Background: an optimization exercise with open tools, aiming at small area, a short achievable clock period and few clock cycles. Do not read the settings as production practice. In this exercise RTL edits were held to simulation tests only and were not proved equivalent to the original.

==> flow/design.v (excerpt) <==
module RISC_SPM (clk, rst, mem_rdata, mem_addr, mem_wdata, mem_we, halted);
  input        clk, rst;
  input  [7:0] mem_rdata;
  output [7:0] mem_addr, mem_wdata;
  output       mem_we;
  output       halted;
  reg [7:0] R0, R1, R2, R3;
  reg [7:0] PC, MA;
  reg [2:0] iop;          
  reg [3:0] srcv, dstv;   
  reg       sA, sB, sD;   
  reg       Z;
  reg       halted;
  wire i_add = (iop == 3'd1);
  wire i_sub = (iop == 3'd2);
  wire i_and = (iop == 3'd3);
  wire i_not = (iop == 3'd4);
  wire ex    = i_add | i_sub | i_and | i_not;
  wire [7:0] opA = {8{dstv[0]}} & R0 | {8{dstv[1]}} & R1 | {8{dstv[2]}} & R2 | {8{dstv[3]}} & R3;
  wire [7:0] opB = {8{srcv[0]}} & R0 | {8{srcv[1]}} & R1 | {8{srcv[2]}} & R2 | {8{srcv[3]}} & R3;
  wire [7:0] bx = opB ^ {8{i_sub}};
  wire [7:0] p0 = opA ^ bx;
  wire [7:0] g0 = opA & bx;
  wire [8:0] G0 = {g0, i_sub}, P0 = {p0, 1'b0};
  wire [8:0] G1, P1, G2, P2, G3;
  ...
Settings: LEC_CHECK=0, ABC_AREA=1, CAP_MARGIN=20, CORE_MARGIN=2, CORE_UTILIZATION=65, SETUP_SLACK_MARGIN=2.42, SLEW_MARGIN=20; clock period 5.0 ns.
standard.sh (not shown) runs the stock make flow with config.mk's settings and CLKGATE_MAP_FILE= SYNTH_SCRIPT=/design/flow/synth_recipe.tcl, a recipe that flattens the netlist after the stock synthesis.
==> flow/flow/run.sh <==
#!/bin/bash
# The standard layout (standard.sh) with two changes:
#  - the port buffers are buf_2 cells instead of the delay cell the resizer
#    picks by default (every port still gets its buffer);
#  - Yosys's abc step runs with flow/abc.script (or yosys's own default abc
#    script if the file says "default") instead of ORFS's script.
# Everything else, registers included, is ORFS's standard synthesis and flow.
set -euo pipefail
here=$(pwd)
export BUFFER_PORTS_ARGS="-buffer_cell sky130_fd_sc_hd__buf_2"
if [[ -f flow/abc.script ]]; then
  if grep -qx default flow/abc.script; then sc=default; else sc=$here/flow/abc.script; fi
  python3 - synth_recipe.tcl "$sc" <<'PY'
import sys
f, sc = sys.argv[1], sys.argv[2]
first, rest = open(f).read().split('\n', 1)
ov = """proc abc {args} {
  set i [lsearch -exact $args -script]
  if {$i >= 0} { set args [lreplace $args $i [expr {$i+1}]] }
  if {"%s" ne "default"} { set args [linsert $args 0 -script %s] }
  puts "abc override: $args"
  yosys abc {*}$args
}""" % (sc, sc)
open(f, 'w').write(first + '\n' + ov + '\n' + rest)
PY
fi
bash standard.sh finish > standard.log 2>&1
Testbench counts at the start, summed over its fixed seeds: cycles 39,150.
Then changed:
--- a/flow/config.mk
+++ b/flow/config.mk
@@ -11,2 +11,2 @@
-export CORE_UTILIZATION = 65
-export SETUP_SLACK_MARGIN = 2.42
+export CORE_UTILIZATION = 70
+export SETUP_SLACK_MARGIN = 2.2
Flip-flop and latch count does not change.
Worst hold slack gets worse by 0.0033 ns.
Final area goes down by 4.7%.
Wire length goes down by about 4.3%.
Global-route usage goes up by 1.6 points.
Area after synthesis does not change.
Fmax goes down by 5.7%.
Then changed:
--- a/flow/config.mk
+++ b/flow/config.mk
@@ -11 +11 @@
-export CORE_UTILIZATION = 70
+export CORE_UTILIZATION = 75
The changed run finished with timing, DRC and antenna clean.
Die area went down by 6.4%.
Synthesized cell count does not change.
Core utilization went up by 5.8 points.
Flip-flop and latch count is unchanged.
Cell count stays the same.
Setup slack got worse by 0.032 ns.
Global-route usage went up by 3.7 points.
Maximum frequency went down by 1.2%.
Then changed:
--- a/flow/flow/run.sh
+++ b/flow/flow/run.sh
@@ -10,0 +11 @@
+export ADDER_MAP_FILE=
Outcome: Final cell count grows by 4.7%; routed wire length shrinks by 6.9%; design area shrinks by 2.3%; register-to-register slack improved by 0.13 ns; clock skew grows by 0.0066 ns; die area hardly moves; core utilization shrinks by 2.0 points; maximum frequency grows by 4.3%.
Then changed:
--- a/flow/flow/run.sh
+++ b/flow/flow/run.sh
@@ -11 +10,0 @@
-export ADDER_MAP_FILE=
--- a/flow/config.mk
+++ b/flow/config.mk
@@ -11,2 +11,2 @@
-export CORE_UTILIZATION = 75
-export SETUP_SLACK_MARGIN = 2.2
+export CORE_UTILIZATION = 70
+export SETUP_SLACK_MARGIN = 2.42
Outcome: Routed wire length climbs by 4.6%. Register-to-register slack gains 0.095 ns. Final area climbs by 5.5%. Worst setup slack gains 0.11 ns. Area after synthesis hardly moves. Flip-flop and latch count is unchanged. Global-route usage drops by 0.87 points. Non-clock buffer count climbs by 19. Die area climbs by 7.0%. Clock-buffer cell count drops by 1.
Then changed:
--- a/flow/config.mk
+++ b/flow/config.mk
@@ -12 +12 @@
-export SETUP_SLACK_MARGIN = 2.42
+export SETUP_SLACK_MARGIN = 2.35
Outcome: Clock-buffer cell count does not change; cell area went down by 1.0%; synthesized area is unchanged; first-iteration DRC count grows by 23%; clock skew is higher by 0.0048 ns; via count hardly moves; non-clock buffer count fell by 6.

== job 9845 ==
RISC_SPM, a different RTL version from the one above (not shown whole).
Size in the first run: ~720 cells after synthesis, about 28 I/O pins, about 4800 sq um of cells after synthesis.
==> flow/config.mk <==
export PLATFORM = sky130hd
export DESIGN_NAME = RISC_SPM
export DESIGN_NICKNAME = RISC_SPM
export VERILOG_FILES = /design/flow/design.v
export SDC_FILE = /design/flow/constraint.sdc
export NUM_CORES = 4
export LEC_CHECK = 0
export ABC_AREA = 1
export CAP_MARGIN = 20
export CORE_MARGIN = 2
export CORE_UTILIZATION = 40
export SLEW_MARGIN = 20
==> flow/constraint.sdc <==
create_clock -name core_clock -period 5.0 [get_ports {clk}]
set_input_delay 1.0000 -clock core_clock [delete_from_list [all_inputs] [get_ports {clk}]]
set_output_delay 1.0000 -clock core_clock [all_outputs]
set_load 0.01 [all_outputs]
run.sh (not shown) runs the stock make flow with config.mk's settings and CLKGATE_MAP_FILE= SYNTH_SCRIPT=/design/flow/synth_recipe.tcl, a recipe that flattens the netlist after the stock synthesis.
Stock flow here: none of the scripts above is used.
Testbench counts of job 9845, summed over its fixed seeds: cycles 39,150.
Setup changes, job 9845 to job 2845
--- a/flow/config.mk
+++ b/flow/config.mk
@@ -8 +7,0 @@
-export ABC_AREA = 1
Results
- Worst hold slack in job 2845 is 0.029 ns higher than in job 9845
- Changes observed in job 2845 relative to job 9845: worst slack at placement went up; proportion of synthesized flip-flops having asynchronous set or reset flat.
- Utilization in job 2845 vs job 9845: up 1.5 points
- Summary — number of cells on the critical path, job 2845 relative to job 9845: lower, by 7.
- Sequential area share after synthesis in job 2845 is 1.8 points higher than in job 9845
[inputs] job 551 vs job 2845
--- a/flow/config.mk
+++ b/flow/config.mk
@@ -7,0 +8 @@
+export ABC_CLOCK_PERIOD_IN_PS = 2500
@@ -10,0 +12 @@
+export SETUP_SLACK_MARGIN = 2.0
==> comparison <==
- Number of buffer and inverter stages on the critical path: job 551 > job 2845
- Job 551 vs. job 2845: maximum cell stage delay along the critical path fell 0.08 ns, logic depth of the worst register-to-register path rose 1, total wirelength of the detailed-routed design rose about 15%, clock period minus worst slack fell 0.46 ns, last weighted congestion value of the routability-driven placer fell about 1.9%.

Setup of the baseline:
RISC_SPM with an RTL version that a note above also has.
Size in the first run: ~680 cells after synthesis, roughly 64 flip-flops.
==> flow/config.mk <==
export PLATFORM = sky130hd
export DESIGN_NAME = RISC_SPM
export DESIGN_NICKNAME = RISC_SPM
export VERILOG_FILES = /design/flow/design.v
export SDC_FILE = /design/flow/constraint.sdc
export NUM_CORES = 4
export LEC_CHECK = 0
export ABC_AREA = 1
export CAP_MARGIN = 20
export CORE_MARGIN = 2
export CORE_UTILIZATION = 70
export SETUP_SLACK_MARGIN = 2.46
export SLEW_MARGIN = 20
==> flow/constraint.sdc <==
create_clock -name core_clock -period 5.0 [get_ports {clk}]
set_input_delay 1.0000 -clock core_clock [delete_from_list [all_inputs] [get_ports {clk}]]
set_output_delay 1.0000 -clock core_clock [all_outputs]
set_load 0.01 [all_outputs]
standard.sh (not shown) runs the stock make flow with config.mk's settings and CLKGATE_MAP_FILE= SYNTH_SCRIPT=/design/flow/synth_recipe.tcl, a recipe that flattens the netlist after the stock synthesis.
==> flow/flow/run.sh <==
#!/bin/bash
# The standard layout (standard.sh) with two changes:
#  - the port buffers are buf_2 cells instead of the delay cell the resizer
#    picks by default (every port still gets its buffer);
#  - Yosys's abc step runs with flow/abc.script (or yosys's own default abc
#    script if the file says "default") instead of ORFS's script.
# Everything else, registers included, is ORFS's standard synthesis and flow.
set -euo pipefail
here=$(pwd)
export BUFFER_PORTS_ARGS="-buffer_cell sky130_fd_sc_hd__buf_2"
if [[ -f flow/abc.script ]]; then
  if grep -qx default flow/abc.script; then sc=default; else sc=$here/flow/abc.script; fi
  python3 - synth_recipe.tcl "$sc" <<'PY'
import sys
f, sc = sys.argv[1], sys.argv[2]
first, rest = open(f).read().split('\n', 1)
ov = """proc abc {args} {
  set i [lsearch -exact $args -script]
  if {$i >= 0} { set args [lreplace $args $i [expr {$i+1}]] }
  if {"%s" ne "default"} { set args [linsert $args 0 -script %s] }
  puts "abc override: $args"
  yosys abc {*}$args
}""" % (sc, sc)
open(f, 'w').write(first + '\n' + ov + '\n' + rest)
PY
fi
bash standard.sh finish > standard.log 2>&1
The baseline ran to completion and came out clean on the timing, DRC and antenna checks.
Testbench counts of the baseline, summed over its fixed seeds: cycles 39,150.
diff inputs: the baseline => the candidate
- SETUP_SLACK_MARGIN changed from 2.46 to 2.42
- CORE_UTILIZATION changed from 70 to 73
Notes after the runs:
- The candidate — met1 wire length about 3.5% lower, the baseline as reference
- Taking the baseline as the reference, in the candidate utilization moved up; number of clock buffer instances in the layout climbed 1.
- Status: summed area of non-filler cells in the final layout parity (the candidate, the baseline)

[re-timing with driven ports]
The flow's constraints put no driver on any port. The routed layouts listed below were extracted and timed again, unchanged, in two steps.
Step 1, drivers: a clkbuf_16 drives clk and a buf_2 each remaining input, both assumed.
Step 2 moves the port delays by t, midway between the first and last clock arrival at a register: inputs arrive t later, outputs are due t later. That takes back most of the time a late clock gives input paths.
Three values: no drivers, after step 1, after step 2; two values: the first two.
run	shift t [ns]	slack for setup (ns)	worst hold slack (ns)	worst setup path at the end	pins driven straight from the clock port
the first run of note 1	0.378	2.427 / 2.395 / 2.416	0.488 / 0.488 / 0.488	input to register	1
the second run of note 1	0.376	2.270 / 2.270 / 2.270	0.484 / 0.484 / 0.484	register to register	1
the third run of note 1	0.378	2.238 / 2.232 / 2.238	0.495 / 0.495 / 0.495	register to register	1
the fourth run of note 1	0.378	2.353 / 2.323 / 2.199	0.499 / 0.499 / 0.499	input to register	1
the fifth run of note 1	0.376	2.465 / 2.432 / 2.381	0.484 / 0.484 / 0.484	input to register	1
the sixth run of note 1	0.382	2.437 / 2.408 / 2.379	0.485 / 0.485 / 0.485	input to register	1
job 9845	0.362	1.069 / 1.069 / 1.069	0.474 / 0.474 / 0.474	register to register	1
job 2845	0.373	1.126 / 1.126 / 1.126	0.503 / 0.503 / 0.503	register to register	1
job 551	0.366	1.585 / 1.585 / 1.359	0.497 / 0.497 / 0.497	input to register	1
the baseline	0.377	2.431 / 2.397 / 2.330	0.484 / 0.484 / 0.484	input to register	1
the candidate	0.385	2.409 / 2.379 / 2.329	0.491 / 0.491 / 0.491	input to register	1
After both steps setup and hold are still met in every run listed. The setup slack of job 551, which loses most, moves by 0.000 ns with the drivers and by -0.226 ns with both steps.
